This is an optimization exercise on Yosys and OpenROAD, whose aim is small area, not a production implementation. Function was checked by simulation only, so behaviour that the tests miss may differ from the original. Power figures rest on the tool's default switching activity, not on a simulated workload.

## conv_top
module conv_top (
   input  logic         clk,
   input  logic         rst,
   input  logic [511:0] image,
   input  logic [71:0]  kernel,
   output logic [287:0] conv_out,
   output logic         layer_done_out
);
logic [2:0] rq;
logic [3:0] tq;
always_ff @(posedge clk or negedge rst) begin
   if (~rst) begin
      rq <= 3'd7;
      tq <= 4'd0;
   end else if (rq == 3'd7) begin
      rq <= 3'd6;
      tq <= 4'd0;
   end else if ((rq == 3'd6 && tq == 4'd4) || tq == 4'd9) begin
      rq <= (rq == 3'd6) ? 3'd0 : rq + 3'd1;
      tq <= 4'd0;
   end else begin
      tq <= tq + 4'd1;
   end
end
assign layer_done_out = (rq == 3'd5) && (tq == 4'd9);
wire [2:0] r = rq;
wire [2:0] t = tq[2:0];
wire [7:0] ct;
wire [5:0] rt;
for (genvar k = 0; k < 8; k++) begin : g_ct
   assign ct[k] = (t == k);
end
for (genvar k = 0; k < 6; k++) begin : g_rt
   assign rt[k] = (r == k);
end
logic [7:0][7:0] colv;
for (genvar x = 0; x < 8; x++) begin : g_colx
   for (genvar b = 0; b < 8; b++) begin : g_colb
      wire n0, n1, n2;
      cv_sel u_m0 (.e0(ct[0]), .x0(image[(x*8+0)*8+b]), .e1(ct[1]), .x1(image[(x*8+1)*8+b]),
                   .e2(ct[2]), .x2(image[(x*8+2)*8+b]), .y(n0));
      cv_sel u_m1 (.e0(ct[3]), .x0(image[(x*8+3)*8+b]), .e1(ct[4]), .x1(image[(x*8+4)*8+b]),
                   .e2(ct[5]), .x2(image[(x*8+5)*8+b]), .y(n1));
      cv_sel2 u_m2 (.e0(ct[6]), .x0(image[(x*8+6)*8+b]), .e1(ct[7]), .x1(image[(x*8+7)*8+b]),
                   .y(n2));
      assign colv[x][b] = ~(n0 & n1 & n2);
   end
end
logic [7:0] p0, p1, p2;
logic [2:0][7:0] pn;
for (genvar i = 0; i < 3; i++) begin : g_rowi
   for (genvar b = 0; b < 8; b++) begin : g_rowb
      wire n0, n1;
      cv_sel u_m0 (.e0(rt[0]), .x0(colv[i+0][b]), .e1(rt[1]), .x1(colv[i+1][b]),
                   .e2(rt[2]), .x2(colv[i+2][b]), .y(n0));
      cv_sel u_m1 (.e0(rt[3]), .x0(colv[i+3][b]), .e1(rt[4]), .x1(colv[i+4][b]),
                   .e2(rt[5]), .x2(colv[i+5][b]), .y(n1));
      assign pn[i][b] = ~(n0 & n1);
   end
end
always_ff @(posedge clk) begin
   p0 <= pn[0];
   p1 <= pn[1];
   p2 <= pn[2];
end
logic [8:0] nz;
always_ff @(posedge clk)
  ...
export LEC_CHECK = 0
export CAP_MARGIN = 20
export CORE_MARGIN = 2
export CORE_UTILIZATION = 40
export GPL_TIMING_DRIVEN = 0
export PLACE_DENSITY = 0.6
export SLEW_MARGIN = 20
export SYNTH_HIERARCHICAL = 1
export SYNTH_MINIMUM_KEEP_SIZE = 0
create_clock -name core_clock -period 11.0 [get_ports {clk}]
standard.sh (not shown) runs the stock make flow with config.mk's settings and CLKGATE_MAP_FILE= SYNTH_SCRIPT=/design/flow/synth_recipe.tcl, a recipe that flattens the netlist after the stock synthesis.
==> flow/flow/run.sh <==
#!/bin/bash
# The standard layout (standard.sh, with the standard synthesis unchanged),
# with changes that only affect cell sizes:
#  - after synthesis, combinational cells that abc upsized are set back to
#    drive strength 1 (flow/downsize.tcl); the repair steps of the layout
#    upsize again where timing, slew or load need it;
#  - the port buffers that global placement inserts use buf_1;
#  - clock tree synthesis uses clkbuf_4/clkbuf_8 and adds no dummy loads.
# Each step's full output is in synth.log, downsize.log and layout.log here
# (and ORFS's per-step logs under orfs/logs).
set -e
export CTS_ARGS="-sink_clustering_enable -repair_clock_nets -dont_use_dummy_load -buf_list {sky130_fd_sc_hd__clkbuf_4 sky130_fd_sc_hd__clkbuf_8}"
export BUFFER_PORTS_ARGS="-buffer_cell sky130_fd_sc_hd__buf_1"
bash standard.sh synth > synth.log 2>&1
openroad -no_init -exit flow/downsize.tcl > downsize.log 2>&1
bash standard.sh > layout.log 2>&1
==> flow/flow/downsize.tcl <==
# Set combinational cells of the synthesized netlist to drive strength 1.
set odb orfs/results/sky130hd/conv_top/base/1_synth.odb
read_db $odb
set db [ord::get_db]
set block [ord::get_db_block]
set n 0
foreach inst [$block getInsts] {
   set m [$inst getMaster]
   set name [$m getName]
   if {[regexp {^(sky130_fd_sc_hd__([a-z0-9]+))_([0-9]+)$} $name -> base kind drive]} {
      if {$drive <= 1} continue
      if {[regexp {^(df|edf|sdf|dl|sdl|clk|conb|tap|fill|decap|diode|lpflow|probe)} $kind]} continue
      set new [$db findMaster ${base}_1]
      if {$new == "NULL" || $new == ""} continue
      $inst swapMaster $new
      incr n
   }
}
puts "downsized $n instances"
write_db $odb
The baseline stopped in I/O pin placement (3_2_place_iop) with PPL-0024.
Edit:
CORE_UTILIZATION = 30   (was 40)
What happened: With this change the flow produced a clean layout. Area after synthesis stays the same. Synthesized cell count stays the same.
Edit:
CORE_UTILIZATION = 35   (was 30)
SETUP_SLACK_MARGIN = 0.15   (was not set)
After rerunning: Worst hold slack improves by 0.057 ns; non-clock buffer count came out lower by 19; final area came out lower by 0.99%; global-route usage came out higher by 5.2 points; count of clock-buffer cells in the layout came out lower by 1; via count came out higher by 0.63%; final cell count came out lower by 3.7%; sequential share of layout area came out higher by 0.25 points.
Edit:
SETUP_SLACK_MARGIN = not set   (was 0.15)
Final area hardly moves.
Utilization stays flat.
Routed wire length barely changes.
Flip-flop and latch count stays the same.
Worst hold slack barely changes.
Global-route usage decreases by 0.12 points.
Power stays flat.

re-timing with driven ports:
The results above use ideal ports. As a check the final layouts listed here were re-extracted and re-timed, cells and wires unchanged.
Step 1 (the two cells are an assumption about what drives the block):
set clk [get_ports {clk}]
set_driving_cell -lib_cell sky130_fd_sc_hd__clkbuf_16 $clk
set_driving_cell -lib_cell sky130_fd_sc_hd__buf_2 [delete_from_list [all_inputs] $clk]
Step 2 adds t to the input delays and takes it off the output delays; t is the mean of the earliest and latest rising clock arrival at the registers after step 1. Input paths then give back, and output paths get back, about the clock's delay inside the block.
a / b / c = ideal ports / drivers / drivers and shift; a / b = the first two.
| run | t, ns | slack for setup (ns) | worst setup path after step 2 | clock arrival spread, ns | cell pins on the clock port's net |
|---|---|---|---|---|---|
| the second run | 0.721 | 0.131 / 0.131 / -0.328 | input to register | 0.194 / 0.194 | 1 |
| the third run | 0.697 | 0.257 / 0.257 / -0.284 | input to register | 0.094 / 0.094 | 1 |
| the fourth run | 0.693 | 0.151 / 0.151 / -0.321 | input to register | 0.093 / 0.093 | 1 |
Met with ideal ports but missed after step 2: setup timing in every run listed. The setup slack of the third run, which loses most, moves by 0.000 ns with the drivers and by -0.541 ns with both steps.
